Source: an optimization exercise on an open RTL-to-GDS flow (aim: small area, a short achievable clock period and few clock cycles per item). Production flows keep margins and buffers that such runs may drop.
The RTL was checked by simulation tests, not by an equivalence proof against the original design.
Power and IR drop assume default switching activity.

==> run a <==
Design barnsley, start of the top module:
module barnsley #(
    parameter FP_WIDTH = 25,
    parameter FP_INT = 5
    ) (
    input  wire clk,
    input  wire reset,
    output wire [19:0] iter_max,
    input  wire iter_change,
    output reg  done,
    output wire complete,
    output wire signed [FP_WIDTH-1:0] xn,
    output reg  signed [FP_WIDTH-1:0] yn
    );
    reg  [13:0] n;           
    reg  [1:0]  lvl;         
    reg         iter_reg;
    always @(posedge clk)
        iter_reg <= iter_change;
    wire iter_button = iter_change & ~iter_reg;
    assign iter_max = (lvl == 2'd0) ? 20'd1000 :
                      (lvl == 2'd1) ? 20'd4000 :
                      (lvl == 2'd2) ? 20'd7000 : 20'd10000;
    assign complete = (n == iter_max[13:0]);
    wire gen = ~complete;
    wire [13:0] n_d = n + {13'd0, gen};
    wire [1:0] lvl_d = (iter_button && lvl != 2'd3) ? lvl + 2'd1 : lvl;
    wire hold = (n_d == ((lvl_d == 2'd0) ? 14'd1000 :
                         (lvl_d == 2'd1) ? 14'd4000 :
                         (lvl_d == 2'd2) ? 14'd7000 : 14'd10000));
    wire [31-1:0] ctl;
    random random_inst(.clk(clk), .reset(reset), .request(gen), .hold(hold), .ctl(ctl));
    reg  [23-1:0] x;
    assign xn = {{2{x[22]}}, x};
    wire [23-1:0] x_nxt;
    wire [FP_WIDTH-1:0] y_nxt;
    mul step_inst(.x(x), .y(yn), .ctl(ctl), .xo(x_nxt), .yo(y_nxt));
    always @(posedge clk or posedge reset) begin
        if (reset) begin
            n <= 0; done <= 0;
            lvl <= 0;
        end else begin
            lvl <= lvl_d;
            done <= gen;
  ...
export LEC_CHECK = 0
export CAP_MARGIN = 50
export CORE_MARGIN = 2
export CORE_UTILIZATION = 40
export SLEW_MARGIN = 75
export SYNTH_HIERARCHICAL = 1
create_clock -name core_clock -period 15.0 [get_ports {clk}]
standard.sh (not shown) runs the stock make flow with config.mk's settings and CLKGATE_MAP_FILE= SYNTH_SCRIPT=/design/flow/synth_recipe.tcl, a recipe that flattens the netlist after the stock synthesis.
==> flow/flow/run.sh <==
#!/bin/bash
set -e
cp standard.sh standard.sh.txt
export SETUP_SLACK_MARGIN=9
bash standard.sh > standard.log 2>&1
==> inputs of run b, as changes to run a <==
==> flow/run.sh (new file) <==
#!/bin/bash
# synth_recipe.tcl (not shown) runs the flow's synth.tcl, then flattens the netlist and writes it again
# the make line also repeats each setting of config.mk as NAME=value (left out here)
make -C /OpenROAD-flow-scripts/flow DESIGN_CONFIG=/design/flow/config.mk WORK_HOME=/design/flow/orfs CLKGATE_MAP_FILE= SYNTH_SCRIPT=/design/flow/synth_recipe.tcl finish
removed: flow/flow/run.sh
removed: flow/standard.sh
==> inputs of run c, as changes to run a <==
- CAP_MARGIN: 50 -> 35
- SLEW_MARGIN: 75 -> 50
==> run notes <==
Status -> timing/DRC/antenna clean
Worst R2R Path Depth -> 25
FF-to-FF setup slack -> 7810 ps
Gpl congestion -> 1.02
Final WS setup -> 7810 ps
Power Density -> 23.3 nW/um^2
Worst-Skew Late Latency -> 490 ps
Area of the multi-input gates -> 31900 um^2
Unrepaired setup endpoints after global routing -> no
Via Count -> 29782
VDD IR max -> 0.0000785 V
Post-DR wirelength/cell -> 27.2 um
Initial DRC count -> 3309
The numbers above come from run b.

==> run notes <==
#FFs+latches synth -> 140
Via Count -> 31034
Unrepaired setup endpoints after global routing -> yes
VDD IR max -> 0.0000503 V
Final WS setup -> 8590 ps
Status -> timing/DRC/antenna clean
Crit path DAT -> 6830 ps
Initial DRC count -> 4072
Worst-Skew Late Latency -> 520 ps
Area of the multi-input gates -> 33000 um^2
FF-to-FF setup slack -> 8590 ps
Worst R2R Path Depth -> 21
The numbers above come from run a.

==> run notes <==
Unrepaired setup endpoints after global routing -> yes
GRT busiest layer -> met2
Via Count -> 30841
Area of the multi-input gates -> 32700 um^2
Power Density -> 23.1 nW/um^2
FF-to-FF setup slack -> 8600 ps
Final WS setup -> 8600 ps
Status -> timing/DRC/antenna clean
VDD IR max -> 0.0000624 V
Post-DR wirelength/cell -> 28.7 um
Gpl congestion -> 1.04
Initial DRC count -> 4065
The numbers above come from run c.

Testbench counts of run a, summed over its fixed seeds: cycles 80,000, points 80,000.
Testbench counts of run b, summed over its fixed seeds: cycles 80,000, points 80,000.
Testbench counts of run c, summed over its fixed seeds: cycles 80,000, points 80,000.

---

==> run M: inputs <==
Another version of the RTL of barnsley (not shown whole).
clock: 15.0 ns
lec_check: 0
cap_margin: 50
core_margin: 2
core_utilization: 40
slew_margin: 75
synth_hierarchical: 1
==> flow/flow/run.sh <==
#!/bin/bash
set -e
cp standard.sh standard.sh.txt
export SETUP_SLACK_MARGIN=10
bash standard.sh > standard.log 2>&1
==> inputs of run F, as changes to run M <==
==> flow/flow/run.sh (replaced) <==
#!/bin/bash
set -e
cp standard.sh standard.sh.txt
export SETUP_SLACK_MARGIN=9
bash standard.sh > standard.log 2>&1
==> inputs of run A, as changes to run M <==
==> flow/flow/run.sh (replaced) <==
#!/bin/bash
set -e
cp standard.sh standard.sh.txt
export SETUP_SLACK_MARGIN=9
bash standard.sh > standard.log 2>&1
--- a/flow/config.mk
+++ b/flow/config.mk
@@ -7,6 +7,6 @@
 export LEC_CHECK = 0
-export CAP_MARGIN = 50
+export CAP_MARGIN = 20
 export CORE_MARGIN = 2
-export CORE_UTILIZATION = 40
-export SLEW_MARGIN = 75
+export CORE_UTILIZATION = 30
+export SLEW_MARGIN = 20
 export SYNTH_HIERARCHICAL = 1
==> flow_metrics.py <==
metrics = {
    "layout": {
        "finalNonFillerCells": 4983,
        "antenna_cells": 0,
        "syn_to_final_growth_pct": 16.8,
        "n_all_buffers": 241,
    },
    "placed_design": {
        "place_ws_ps": 7950,
    },
    "grt": {
        "grt_util_met3_pct": 6.90,
    },
    "detailed_routing": {
        "vias": 27770,
    },
    "floorplan": {
        "core_area_um2": 115000,
    },
    "run_status": {
        "status": "timing/DRC/antenna clean",
    },
    "min_path": {
        "worstHoldPathCells": 2,
    },
    "pwr": {
        "power.switching_uw": 239,
    },
}
(the above is from run A)
==> flow_metrics.py <==
metrics = {
    "cts": {
        "insertion_delay_ps": 490,
    },
    "logic_synthesis": {
        "synth.top_cell.area_share_pct": 48.2,
    },
    "placed_design": {
        "place_ws_ps": 8140,
    },
    "layout": {
        "finalNonFillerCells": 4731,
        "antenna_cells": 5,
        "n_all_buffers": 341,
        "syn_to_final_growth_pct": 18.8,
    },
    "floorplan": {
        "core_area_um2": 86500,
    },
    "pwr": {
        "power.switching_uw": 277,
    },
    "run_status": {
        "status": "timing/DRC/antenna clean",
    },
}
(the above is from run M)
==> flow_metrics.py <==
metrics = {
    "layout": {
        "syn_to_final_growth_pct": 15.0,
        "n_all_buffers": 284,
    },
    "detailed_routing": {
        "vias": 27513,
    },
    "run_status": {
        "status": "timing/DRC/antenna clean",
    },
    "placed_design": {
        "place_ws_ps": 8180,
    },
    "pwr": {
        "power.switching_uw": 244,
    },
}
(the above is from run F)
Testbench counts of run M, summed over its fixed seeds: cycles 80,000, points 80,000.
Testbench counts of run F, summed over its fixed seeds: cycles 80,000, points 80,000.
Testbench counts of run A, summed over its fixed seeds: cycles 80,000, points 80,000.

afterwards: timing with drivers on the ports:
How much do the figures lean on ideal ports? The routed layouts below were timed once more, with nothing changed but the port constraints. Step 1 (the two cells are an assumption about what drives the block):
set clk [get_ports {clk}]
set_driving_cell -lib_cell sky130_fd_sc_hd__clkbuf_16 $clk
set_driving_cell -lib_cell sky130_fd_sc_hd__buf_2 [delete_from_list [all_inputs] $clk]
Step 2 adds t to the input delays and takes it off the output delays; t is the mean of the earliest and latest rising clock arrival at the registers after step 1. Input paths then give back, and output paths get back, about the clock's delay inside the block. a / b / c = no drivers / after step 1 / after step 2; a / b = the first two.
run | t, ns | setup WS [ns] | hold WS [ns] | worst setup path after step 2 | slew at the worst register clock pin (ns)
run a of note 1 | 0.579 | 8.586 / 8.586 / 8.586 | 0.480 / 0.480 / 0.480 | register to register | 0.10 / 0.10
run b of note 1 | 0.558 | 7.811 / 7.811 / 7.811 | 0.476 / 0.476 / 0.476 | register to register | 0.09 / 0.09
run c of note 1 | 0.587 | 8.604 / 8.604 / 8.604 | 0.482 / 0.482 / 0.482 | register to register | 0.10 / 0.10
run M of note 2 | 0.543 | 8.855 / 8.855 / 8.855 | 0.546 / 0.546 / 0.546 | register to register | 0.08 / 0.08
run F of note 2 | 0.538 | 8.827 / 8.827 / 8.692 | 0.554 / 0.554 / 0.554 | input to register | 0.06 / 0.06
run A of note 2 | 0.529 | 8.915 / 8.915 / 8.840 | 0.554 / 0.554 / 0.554 | input to register | 0.07 / 0.07
After both steps every run listed still meets setup and hold. For run F of note 2, which loses most, drivers alone change the setup slack by 0.000 ns; drivers and shift together by -0.135 ns.
